This is an optimization exercise on Yosys and OpenROAD, whose aim is small area, not a production implementation.
Only simulation tests tie the RTL to the original design; equivalence was not proved.

## nano_trigger
module nano_trigger (
    input clk,
    input rst,
    input signed [7:0] energy,
    input signed [7:0] isol,
    input signed [7:0] w1_1,
    input signed [7:0] w1_2,
    input signed [7:0] b1,
    input signed [7:0] w2_1,
    input signed [7:0] w2_2,
    input signed [7:0] b2,
    input signed [7:0] w3_1,
    input signed [7:0] w3_2,
    input signed [7:0] b3,
    input signed [7:0] l2_w1,
    input signed [7:0] l2_w2,
    input signed [7:0] l2_w3,
    input signed [7:0] l2_b,
    output trigger
);
    wire [8:0] l1_n1;
    wire [8:0] l1_n2;
    wire [8:0] l1_n3;
    layer_1 L1 (
        .clk(clk),
        .rst(rst),
        .input_energy(energy),
        .input_isol(isol),
        .w1_1(w1_1), .w1_2(w1_2), .b1(b1),
        .w2_1(w2_1), .w2_2(w2_2), .b2(b2),
        .w3_1(w3_1), .w3_2(w3_2), .b3(b3),
        .n1_out(l1_n1),
        .n2_out(l1_n2),
        .n3_out(l1_n3)
    );
    layer_2 L2 (
        .n1(l1_n1),
        .n2(l1_n2),
        .n3(l1_n3),
        .w1(l2_w1), .w2(l2_w2), .w3(l2_w3), .b(l2_b),
        .trigger(trigger)
    );
endmodule
make LEC_CHECK=0 CAP_MARGIN=20 CORE_MARGIN=2 CORE_UTILIZATION=40 CTS_BUF_LIST=sky130_fd_sc_hd__clkbuf_8 SLEW_MARGIN=20 SYNTH_HIERARCHICAL=1 finish   # period 18.0 ns
run.sh (not shown) runs the stock make flow with config.mk's settings and CLKGATE_MAP_FILE= SYNTH_SCRIPT=/design/flow/synth_recipe.tcl, a recipe that flattens the netlist after the stock synthesis.
Next try:
==> flow/flow/run.sh (new file) <==
#!/bin/bash
# The standard layout (standard.sh) with two changes: the input and
# output port buffers use the smallest buffer cell, and clock tree synthesis
# adds no dummy loads.  The full make output goes to standard_flow.log here.
set -euo pipefail
bash standard.sh \
  "BUFFER_PORTS_ARGS=-buffer_cell sky130_fd_sc_hd__buf_1" \
  "CTS_ARGS=-sink_clustering_enable -repair_clock_nets -buf_list sky130_fd_sc_hd__clkbuf_8 -dont_use_dummy_load" \
  finish > standard_flow.log 2>&1
==> flow/standard.sh (new file) <==
#!/bin/bash
# synth_recipe.tcl (not shown) runs the flow's synth.tcl, then flattens the netlist and writes it again
# the make line also repeats each setting of config.mk as NAME=value (left out here)
make -C /OpenROAD-flow-scripts/flow DESIGN_CONFIG=/design/flow/config.mk WORK_HOME=/design/flow/orfs CLKGATE_MAP_FILE= SYNTH_SCRIPT=/design/flow/synth_recipe.tcl "${@:-finish}"
removed: flow/run.sh
Cell area went down by 4.7%.
Core utilization went down by 2.1 points.
Clock-buffer cell count stays the same.
Critical path depth does not change.
Area after synthesis is unchanged.
Next try:
- CAP_MARGIN: 20 -> 10
- CORE_UTILIZATION: 40 -> 60
- SLEW_MARGIN: 20 -> 10
Wire length is lower by about 4%.
Flip-flop and latch count stays the same.
Synthesized cell count stays the same.
Final cell count went down by 9.4%.
Non-clock buffer count decreases by 2.
Clock-buffer cell count stays the same.
First-iteration DRC count is lower by about 4.3%.
Next try:
==> flow/flow/run.sh (replaced) <==
#!/bin/bash
# The standard layout (standard.sh), with the input and output port
# buffers made from the smallest buffer cell instead of the one buffer_ports
# picks by default.  The full make output goes to standard_flow.log here.
set -euo pipefail
bash standard.sh "BUFFER_PORTS_ARGS=-buffer_cell sky130_fd_sc_hd__buf_1" finish > standard_flow.log 2>&1
- CAP_MARGIN: 10 -> 20
- CORE_UTILIZATION: 60 -> 40
- CTS_BUF_LIST: sky130_fd_sc_hd__clkbuf_8 -> default
- SLEW_MARGIN: 10 -> 20
Result:
- global-route usage fell by 8.8 points
- die area rose by 49%
- register-to-register slack hardly moves
- final area rose by 2.7%
Next try:
- CTS_BUF_LIST: default -> sky130_fd_sc_hd__clkbuf_8
- The changed run ran to the end with no violations
- via count barely changes
- core utilization falls by 0.26 points
- die area is unchanged
Next try:
==> flow/run.sh (new file) <==
#!/bin/bash
# synth_recipe.tcl (not shown) runs the flow's synth.tcl, then flattens the netlist and writes it again
# the make line also repeats each setting of config.mk as NAME=value (left out here)
make -C /OpenROAD-flow-scripts/flow DESIGN_CONFIG=/design/flow/config.mk WORK_HOME=/design/flow/orfs CLKGATE_MAP_FILE= SYNTH_SCRIPT=/design/flow/synth_recipe.tcl finish
- CTS_BUF_LIST: sky130_fd_sc_hd__clkbuf_8 -> default
removed: flow/flow/run.sh
removed: flow/standard.sh
Register-to-register slack improves by 0.04 ns. Die area stays the same. Non-clock buffer count went down by 3. Final cell count stays flat.

-- port drivers added, routing unchanged --
How much do the figures lean on ideal ports? The routed layouts below were timed once more, with nothing changed but the port constraints. Step 1, drivers: a clkbuf_16 drives clk and a buf_2 each remaining input, both assumed. Step 2, shift: input delay + t, output delay - t, t = (earliest + latest rising clock arrival at the registers) / 2. This alone moves slack from input paths to output paths. Three values: ideal ports, drivers, drivers and shift; two values: the first two.
run	t (ns)	setup WS [ns]	hold slack, ns	worst data-port slew with drivers (ns)
the first run	0.391	4.923 / 4.887 / 4.887	0.353 / 0.353 / 0.353	0.08
the second run	0.381	5.672 / 5.622 / 5.622	0.339 / 0.339 / 0.339	0.08
the third run	0.379	5.661 / 5.628 / 5.628	0.329 / 0.329 / 0.329	0.08
the fourth run	0.380	5.654 / 5.605 / 5.605	0.347 / 0.347 / 0.347	0.08
the fifth run	0.398	5.681 / 5.635 / 5.635	0.352 / 0.352 / 0.352	0.08
the sixth run	0.371	4.930 / 4.895 / 4.895	0.348 / 0.348 / 0.348	0.08
After both steps setup and hold are still met in every run listed. For the second run, which loses most, drivers alone change the setup slack by -0.050 ns; drivers and shift together by -0.050 ns.
